Context: an optimization exercise on an open-source flow, tuned for small area. The choices shown serve that exercise and are no tape-out recipe.
Where RTL was checked, it was by simulation tests only, not by an equivalence proof against the original.
No activity file was given, so power comes from the tool's default toggle rates.

==> inputs of v4 <==
==> flow/design.v (excerpt) <==
module Interfaz(
    input wire clk,reset,
    input wire instrucciones,ProgramarCrono,ring,
    input wire [7:0] cursor,
    input wire Escribir,
    output wire  [11:0] rgbO,
    output wire hsync,vsync,
    output wire video_on,
    input wire [7:0] datos0,datos1,datos2,datos3,datos4,datos5,datos6,datos7,datos8,
    datos9,datos10,
    output wire [18:0] mem_addr,
    output wire mem_en,
    input wire [11:0] mem_data
    );
==> flow/config.mk <==
export PLATFORM = sky130hd
export DESIGN_NAME = Interfaz
export DESIGN_NICKNAME = Interfaz
export VERILOG_FILES = /design/flow/design.v
export SDC_FILE = /design/flow/constraint.sdc
export NUM_CORES = 4
export LEC_CHECK = 0
export CAP_MARGIN = 0
export CORE_MARGIN = 2
export CORE_UTILIZATION = 40
export GPL_TIMING_DRIVEN = 0
export PLACE_DENSITY = 0.6
export SLEW_MARGIN = 0
==> flow/constraint.sdc <==
create_clock -name core_clock -period 10.0 [get_ports {clk}]
set_input_delay 2.0000 -clock core_clock [delete_from_list [all_inputs] [get_ports {clk}]]
set_output_delay 2.0000 -clock core_clock [all_outputs]
set_load 0.01 [all_outputs]
standard.sh (not shown) runs the stock make flow with config.mk's settings and CLKGATE_MAP_FILE= SYNTH_SCRIPT=/design/flow/synth_recipe.tcl, a recipe that flattens the netlist after the stock synthesis.
==> flow/flow/run.sh <==
#!/bin/bash
# Standard ORFS layout with these changes:
#  - synthesis is the standard flow's own script, except that ABC maps the logic with an
#    area-oriented script (flow/abc_area.script); registers are untouched;
#  - the port buffers use the smallest buffer cell;
#  - clock tree synthesis adds no dummy loads and uses small clock buffers.
# Every tool's log stays under orfs/logs/; make's output goes to flow_make.log.
set -euo pipefail
W=$(pwd)
{
  head -n 1 synth_recipe.tcl
  cat <<EOT
proc abc {args} {
  set i [lsearch -exact \$args -script]
  if {\$i >= 0} { lset args [expr {\$i + 1}] $W/flow/abc_area.script }
  yosys abc {*}\$args
}
EOT
  tail -n +2 synth_recipe.tcl
} > own_synth.tcl
sed "s|SYNTH_SCRIPT=[^ ]*|SYNTH_SCRIPT=$W/own_synth.tcl|" standard.sh > own_standard.sh
export BUFFER_PORTS_ARGS="-buffer_cell sky130_fd_sc_hd__buf_1"
export CTS_ARGS="-sink_clustering_enable -repair_clock_nets -dont_use_dummy_load -buf_list sky130_fd_sc_hd__clkbuf_8 -sink_clustering_size 24 -sink_clustering_max_diameter 120"
bash own_standard.sh finish > flow_make.log 2>&1
==> flow/flow/abc_area.script <==
&get -n
&st
&deepsyn -J 200 -T 900
&st
&dch -f
&nf -R 1000
&put
==> inputs of v17, as changes to v4 <==
--- a/flow/design.v
+++ b/flow/design.v
@@ -12,22 +12,23 @@
 end endfunction
 reg [1:0] mod4_reg;
 reg [9:0] hcount_reg, vcount_reg;
 wire h_end = hcount_reg[9] & hcount_reg[8] & (&hcount_reg[4:0]);
 wire v_end = vcount_reg[9] & vcount_reg[3] & vcount_reg[2];
-wire line_end = h_end & (&mod4_reg);
 wire [11:0] hm_inc = inc12({hcount_reg, mod4_reg}, 1'b1);
-wire [11:0] v_inc = inc12({2'b0, vcount_reg}, line_end);
-always @(posedge clk)
+wire [11:0] v_inc = inc12({2'b0, vcount_reg}, 1'b1);
+wire line_end = h_end & (&mod4_reg);
+always @(posedge clk, posedge reset)
   if (reset) begin
     mod4_reg <= 2'b00;
     hcount_reg <= 10'd0;
     vcount_reg <= 10'd0;
   end else begin
     mod4_reg <= hm_inc[1:0];
     hcount_reg <= line_end ? 10'd0 : hm_inc[11:2];
-    vcount_reg <= (line_end & v_end) ? 10'd0 : v_inc[9:0];
+    if (line_end)
+      vcount_reg <= v_end ? 10'd0 : v_inc[9:0];
   end
 always @(posedge clk) begin
   hsync <= ~(hcount_reg >= 10'd656 && hcount_reg <= 10'd751);
   vsync <= ~(vcount_reg >= 10'd490 && vcount_reg <= 10'd491);
   tick  <= (vcount_reg >= 10'd480);
@@ -163,30 +164,81 @@
 function [11:0] add12; input [11:0] p, q; integer i; reg c; reg [11:0] s; begin
   c = 1'b0;
   for (i = 0; i < 12; i = i + 1) begin
     s[i] = p[i] ^ q[i] ^ c; c = (p[i] & q[i]) | (c & (p[i] ^ q[i])); end
   add12 = s; end endfunction
-reg [5:0] off;
-always @*
-  case (modo)
-    M_GH: off = 6'd5;
-    M_GM: off = 6'd60;
-    default: off = 6'd52;
-  endcase
-wire [11:0] gx = add12({6'd0, x[5:0]}, {6'd0, off});
+wire gw = (modo == M_GH) ? (x[5:0] >= 6'd59) : (modo == M_GM) ? (x[5:0] >= 6'd4) :
+          (x[5:0] >= 6'd12);
 reg [9:0] xpart;
 always @*
   case (modo)
-    M_GH, M_GM, M_GS: xpart = {4'd0, gx[5:0]};
-    M_D:  xpart = {4'd0, x[5:0]};
+    M_GH, M_GM, M_GS, M_D: xpart = {4'd0, x[5:0]};
     M_PSEM, M_PCRO, M_PANO, M_PFEC: xpart = {7'd0, x[2:0]};
     default: xpart = x;
   endcase
-wire [9:0] cG = dig == 4'd0 ? 10'd0   : dig == 4'd1 ? 10'd67  : dig == 4'd2 ? 10'd127 :
-                dig == 4'd3 ? 10'd192 : dig == 4'd4 ? 10'd253 : dig == 4'd5 ? 10'd320 :
-                dig == 4'd6 ? 10'd383 : dig == 4'd7 ? 10'd450 : dig == 4'd8 ? 10'd511 :
-                dig == 4'd9 ? 10'd576 : 10'd0;
+wire [9:0] cGH0 = dig == 4'd0 ? 10'd5 :
+                dig == 4'd1 ? 10'd72 :
+                dig == 4'd2 ? 10'd132 :
+                dig == 4'd3 ? 10'd197 :
+                dig == 4'd4 ? 10'd258 :
+                dig == 4'd5 ? 10'd325 :
+                dig == 4'd6 ? 10'd388 :
+                dig == 4'd7 ? 10'd455 :
+                dig == 4'd8 ? 10'd516 :
+                dig == 4'd9 ? 10'd581 : 10'd5;
+wire [9:0] cGH1 = dig == 4'd0 ? 10'd965 :
+                dig == 4'd1 ? 10'd8 :
+                dig == 4'd2 ? 10'd68 :
+                dig == 4'd3 ? 10'd133 :
+                dig == 4'd4 ? 10'd194 :
+                dig == 4'd5 ? 10'd261 :
+                dig == 4'd6 ? 10'd324 :
+                dig == 4'd7 ? 10'd391 :
+                dig == 4'd8 ? 10'd452 :
+                dig == 4'd9 ? 10'd517 : 10'd965;
+wire [9:0] cGM0 = dig == 4'd0 ? 10'd60 :
+                dig == 4'd1 ? 10'd127 :
+                dig == 4'd2 ? 10'd187 :
+                dig == 4'd3 ? 10'd252 :
+                dig == 4'd4 ? 10'd313 :
+                dig == 4'd5 ? 10'd380 :
+                dig == 4'd6 ? 10'd443 :
+                dig == 4'd7 ? 10'd510 :
+                dig == 4'd8 ? 10'd571 :
+                dig == 4'd9 ? 10'd636 : 10'd60;
+wire [9:0] cGM1 = dig == 4'd0 ? 10'd1020 :
+                dig == 4'd1 ? 10'd63 :
+                dig == 4'd2 ? 10'd123 :
+                dig == 4'd3 ? 10'd188 :
+                dig == 4'd4 ? 10'd249 :
+                dig == 4'd5 ? 10'd316 :
+                dig == 4'd6 ? 10'd379 :
+                dig == 4'd7 ? 10'd446 :
+                dig == 4'd8 ? 10'd507 :
+                dig == 4'd9 ? 10'd572 : 10'd1020;
+wire [9:0] cGS0 = dig == 4'd0 ? 10'd52 :
+                dig == 4'd1 ? 10'd119 :
+                dig == 4'd2 ? 10'd179 :
+                dig == 4'd3 ? 10'd244 :
+                dig == 4'd4 ? 10'd305 :
+                dig == 4'd5 ? 10'd372 :
+                dig == 4'd6 ? 10'd435 :
+                dig == 4'd7 ? 10'd502 :
+                dig == 4'd8 ? 10'd563 :
+                dig == 4'd9 ? 10'd628 : 10'd52;
+wire [9:0] cGS1 = dig == 4'd0 ? 10'd1012 :
+                dig == 4'd1 ? 10'd55 :
+                dig == 4'd2 ? 10'd115 :
+                dig == 4'd3 ? 10'd180 :
+                dig == 4'd4 ? 10'd241 :
+                dig == 4'd5 ? 10'd308 :
+                dig == 4'd6 ? 10'd371 :
+                dig == 4'd7 ? 10'd438 :
+                dig == 4'd8 ? 10'd499 :
+                dig == 4'd9 ? 10'd564 : 10'd1012;
+wire [9:0] cG = (modo == M_GH) ? (gw ? cGH1 : cGH0) : (modo == M_GM) ? (gw ? cGM1 : cGM0) :
+                (gw ? cGS1 : cGS0);
 wire [9:0] cP = dig == 4'd0 ? 10'd1   : dig == 4'd1 ? 10'd10  : dig == 4'd2 ? 10'd21  :
                 dig == 4'd3 ? 10'd31  : dig == 4'd4 ? 10'd40  : dig == 4'd5 ? 10'd51  :
                 dig == 4'd6 ? 10'd60  : dig == 4'd7 ? 10'd71  : dig == 4'd8 ? 10'd80  :
                 dig == 4'd9 ? 10'd90  : 10'd0;
 wire [9:0] cD = dig == 4'd0 ? 10'd0   : dig == 4'd1 ? 10'd81  : dig == 4'd2 ? 10'd170 :
@@ -209,17 +261,22 @@
     default: begin oy = -10'd93; c = -10'd44; end
   endcase
 wire [11:0] L = add12({2'd0, xpart}, {2'd0, c});
 wire [11:0] Y = add12({2'd0, y}, {2'd0, oy});
 wire [11:0] Q5 = add12({2'd0, Y[9:0]}, {Y[9:0], 2'b0});
-function [8:0] inc9; input [8:0] a; integer i; reg c; begin
-  c = 1'b1;
-  for (i = 0; i < 9; i = i + 1) begin inc9[i] = a[i] ^ c; c = a[i] & c; end
-end endfunction
 wire [11:0] Qlo = add12({9'd0, Q5[2:0]}, {9'd0, L[9:7]});
-wire [8:0] Qinc = inc9(Q5[11:3]);
-wire [11:0] Q = {Qlo[3] ? Qinc : Q5[11:3], Qlo[2:0]};
+reg [11:0] Q;
+reg pa;
+integer qi;
+always @* begin
+  Q[2:0] = Qlo[2:0];
+  pa = Qlo[3];
+  for (qi = 3; qi < 12; qi = qi + 1) begin
+    Q[qi] = Q5[qi] ^ pa;
+    pa = pa & Q5[qi];
+  end
+end
 assign rom_addr = {Q, L[6:0]};
 endmodule
 `timescale 1ns / 1ps
 module Interfaz(
     input wire clk,reset,
@@ -240,12 +297,13 @@
 SincronizadorVGA SincronizadorVGA_unit(
   .clk(clk), .reset(reset),
   .hsync(hsync), .vsync(vsync), .tick(tick), .video_on(video_on),
   .pixelx(pixelx), .pixely(pixely));
 reg loaded;
-always @(posedge clk)
-  loaded <= !reset & (loaded | tick);
+always @(posedge clk, posedge reset)
+  if (reset) loaded <= 1'b0;
+  else if (tick) loaded <= 1'b1;
 reg [2:0] diaU;    
 reg [3:0] segU, segD, minU, minD, horU, horD, fecU, fecD, mesU, mesD, anoU, anoD,
           semU, semD, segUT, segDT, minUT, minDT, horUT, horDT;
 always @(posedge clk)
   if (tick) begin
--- a/flow/flow/run.sh
+++ b/flow/flow/run.sh
@@ -18,7 +18,7 @@
 EOT
   tail -n +2 synth_recipe.tcl
 } > own_synth.tcl
 sed "s|SYNTH_SCRIPT=[^ ]*|SYNTH_SCRIPT=$W/own_synth.tcl|" standard.sh > own_standard.sh
 export BUFFER_PORTS_ARGS="-buffer_cell sky130_fd_sc_hd__buf_1"
-export CTS_ARGS="-sink_clustering_enable -repair_clock_nets -dont_use_dummy_load -buf_list sky130_fd_sc_hd__clkbuf_8 -sink_clustering_size 24 -sink_clustering_max_diameter 120"
+export CTS_ARGS="-sink_clustering_enable -repair_clock_nets -dont_use_dummy_load -buf_list sky130_fd_sc_hd__clkbuf_8"
 bash own_standard.sh finish > flow_make.log 2>&1
CORE_UTILIZATION = 55   (was 40)
PLACE_DENSITY = 0.75   (was 0.6)
==> inputs of v11, as changes to v4 <==
--- a/flow/design.v
+++ b/flow/design.v
@@ -12,22 +12,23 @@
 end endfunction
 reg [1:0] mod4_reg;
 reg [9:0] hcount_reg, vcount_reg;
 wire h_end = hcount_reg[9] & hcount_reg[8] & (&hcount_reg[4:0]);
 wire v_end = vcount_reg[9] & vcount_reg[3] & vcount_reg[2];
+wire [11:0] hm_inc = inc12({hcount_reg, mod4_reg}, 1'b1);
+wire [11:0] v_inc = inc12({2'b0, vcount_reg}, 1'b1);
 wire line_end = h_end & (&mod4_reg);
-wire [11:0] hm_inc = inc12({hcount_reg, mod4_reg}, 1'b1);
-wire [11:0] v_inc = inc12({2'b0, vcount_reg}, line_end);
-always @(posedge clk)
+always @(posedge clk, posedge reset)
   if (reset) begin
     mod4_reg <= 2'b00;
     hcount_reg <= 10'd0;
     vcount_reg <= 10'd0;
   end else begin
     mod4_reg <= hm_inc[1:0];
     hcount_reg <= line_end ? 10'd0 : hm_inc[11:2];
-    vcount_reg <= (line_end & v_end) ? 10'd0 : v_inc[9:0];
+    if (line_end)
+      vcount_reg <= v_end ? 10'd0 : v_inc[9:0];
   end
 always @(posedge clk) begin
   hsync <= ~(hcount_reg >= 10'd656 && hcount_reg <= 10'd751);
   vsync <= ~(vcount_reg >= 10'd490 && vcount_reg <= 10'd491);
   tick  <= (vcount_reg >= 10'd480);
@@ -209,17 +210,22 @@
     default: begin oy = -10'd93; c = -10'd44; end
   endcase
 wire [11:0] L = add12({2'd0, xpart}, {2'd0, c});
 wire [11:0] Y = add12({2'd0, y}, {2'd0, oy});
 wire [11:0] Q5 = add12({2'd0, Y[9:0]}, {Y[9:0], 2'b0});
-function [8:0] inc9; input [8:0] a; integer i; reg c; begin
-  c = 1'b1;
-  for (i = 0; i < 9; i = i + 1) begin inc9[i] = a[i] ^ c; c = a[i] & c; end
-end endfunction
 wire [11:0] Qlo = add12({9'd0, Q5[2:0]}, {9'd0, L[9:7]});
-wire [8:0] Qinc = inc9(Q5[11:3]);
-wire [11:0] Q = {Qlo[3] ? Qinc : Q5[11:3], Qlo[2:0]};
+reg [11:0] Q;
+reg pa;
+integer qi;
+always @* begin
+  Q[2:0] = Qlo[2:0];
+  pa = Qlo[3];
+  for (qi = 3; qi < 12; qi = qi + 1) begin
+    Q[qi] = Q5[qi] ^ pa;
+    pa = pa & Q5[qi];
+  end
+end
 assign rom_addr = {Q, L[6:0]};
 endmodule
 `timescale 1ns / 1ps
 module Interfaz(
     input wire clk,reset,
@@ -240,12 +246,13 @@
 SincronizadorVGA SincronizadorVGA_unit(
   .clk(clk), .reset(reset),
   .hsync(hsync), .vsync(vsync), .tick(tick), .video_on(video_on),
   .pixelx(pixelx), .pixely(pixely));
 reg loaded;
-always @(posedge clk)
-  loaded <= !reset & (loaded | tick);
+always @(posedge clk, posedge reset)
+  if (reset) loaded <= 1'b0;
+  else if (tick) loaded <= 1'b1;
 reg [2:0] diaU;    
 reg [3:0] segU, segD, minU, minD, horU, horD, fecU, fecD, mesU, mesD, anoU, anoD,
           semU, semD, segUT, segDT, minUT, minDT, horUT, horDT;
 always @(posedge clk)
   if (tick) begin
--- a/flow/flow/run.sh
+++ b/flow/flow/run.sh
@@ -18,7 +18,7 @@
 EOT
   tail -n +2 synth_recipe.tcl
 } > own_synth.tcl
 sed "s|SYNTH_SCRIPT=[^ ]*|SYNTH_SCRIPT=$W/own_synth.tcl|" standard.sh > own_standard.sh
 export BUFFER_PORTS_ARGS="-buffer_cell sky130_fd_sc_hd__buf_1"
-export CTS_ARGS="-sink_clustering_enable -repair_clock_nets -dont_use_dummy_load -buf_list sky130_fd_sc_hd__clkbuf_8 -sink_clustering_size 24 -sink_clustering_max_diameter 120"
+export CTS_ARGS="-sink_clustering_enable -repair_clock_nets -dont_use_dummy_load -root_buf sky130_fd_sc_hd__clkbuf_8 -buf_list sky130_fd_sc_hd__clkbuf_4"
 bash own_standard.sh finish > flow_make.log 2>&1
CORE_UTILIZATION = 65   (was 40)
PLACE_DENSITY = 0.8   (was 0.6)
==> comparison <==
- v11 went through all stages and came out clean. v17 completed and failed the layout checks on setup timing. v4 went through all stages and came out clean.
- The highest cell area belongs to v17, the lowest to v4.
- Non-clock buffer count: v17 > v11 > v4.
- Die area, lowest first: v11, v17, v4.
- The lowest first-iteration DRC count belongs to v4, the highest to v11.
- Between v11 and v17, the lower power is in v11 (gap 7.5%, measured against v17).
- In flip-flop and latch count, v4 and v17 do not differ.
- The lowest wire length belongs to v4, the highest to v17.
- Final cell count, lowest first: v11, v17, v4.
- Synthesized cell count, highest first: v11, v17, v4.
- Against v11, the critical path depth of v17 is higher by 4.
- Worst hold slack: v17 is worse than v11 (0.010 ns).
==> figures <==
| item | v17 | v11 | v4 |
|---|---|---|---|
| Detailed-routed wire length on met3 | 1800 um | 1870 um | 1670 um |
| Number of distinct library cell variants in the gate-level netlist after synthesis | 55 | 50 | 56 |
| Reg2Reg Depth | 12 | 11 | 9 |
| Post-Route M1 WL | 8770 um | 8310 um | 9200 um |
| Final WS setup | -0.134 ns | 0.316 ns | 0.500 ns |
| Dominant cell type by count on the critical path | sky130_fd_sc_hd__fa_2 | sky130_fd_sc_hd__ha_1 | sky130_fd_sc_hd__fa_1 |
| Die height | 123 um | 114 um | 142 um |
| Worst slack after detailed placement | -0.898 ns | 0.0446 ns | 0.233 ns |
| Status | complete, but fails checks | complete, no violations | complete, no violations |
| Reasons for failing layout checks | setup timing | - | - |
| Wire length of the first global-routing pass | 34,000 um | 32,900 um | 33,400 um |
| Multiplexer share of the synthesized area | 0% | 0.560% | 0.865% |
| Site row count | 43 | 40 | 50 |
| Tapcell count | 180 | 147 | 234 |
| Global Route met3 Usage | 6.60% | 7.44% | 4.58% |
| Compound-Gate Fraction of Synth Area | 17.0% | 16.6% | 16.1% |
| Number of fill cells | 1,107 | 831 | 1,829 |
| Start of the worst register-to-register path | SincronizadorVGA_unit.hcount_reg[5] | SincronizadorVGA_unit.hcount_reg[1] | SincronizadorVGA_unit.vcount_reg[2] |
| Unrepaired setup endpoints after global routing | true | false | false |
| Avg Synthesized Cell Area | 10.2 um^2 | 10.2 um^2 | 10.3 um^2 |
| Most used standard cell by instance count after synthesis | sky130_fd_sc_hd__nand2_1 | sky130_fd_sc_hd__nand2_1 | sky130_fd_sc_hd__edfxtp_1 |
| Crit-path max FO | 6 | 11 | 11 |
| Clock skew after layout | 0.0233 ns | 0.0416 ns | 0.0238 ns |
| Maximum cell stage delay along the critical path | 0.53 ns | 0.45 ns | 0.49 ns |
The RTL of v17 was laid out without a check of its function.

[re-timing with driven ports]
The results above use ideal ports. As a check the final layouts listed here were re-extracted and re-timed, cells and wires unchanged. Step 1 sets driving cells, clkbuf_16 on the clock port and buf_2 on the other inputs (assumed; they add their load-dependent delay and slew). Step 2, shift: input delay + t, output delay - t, t = (earliest + latest rising clock arrival at the registers) / 2. This alone moves slack from input paths to output paths. a / b / c = ideal / step 1 / step 2; a / b = the first two.
run	shift t [ns]	setup WS [ns]	hold WS [ns]	worst setup path at the end	slew at the worst register clock pin (ns)
v4	0.475	0.500 / 0.463 / 0.938	0.416 / 0.416 / 0.416	register to output	0.08 / 0.08
v17	0.480	-0.134 / -0.171 / 0.309	0.425 / 0.425 / 0.425	register to output	0.09 / 0.09
v11	0.463	0.316 / 0.276 / 0.739	0.435 / 0.435 / 0.435	register to output	0.12 / 0.12
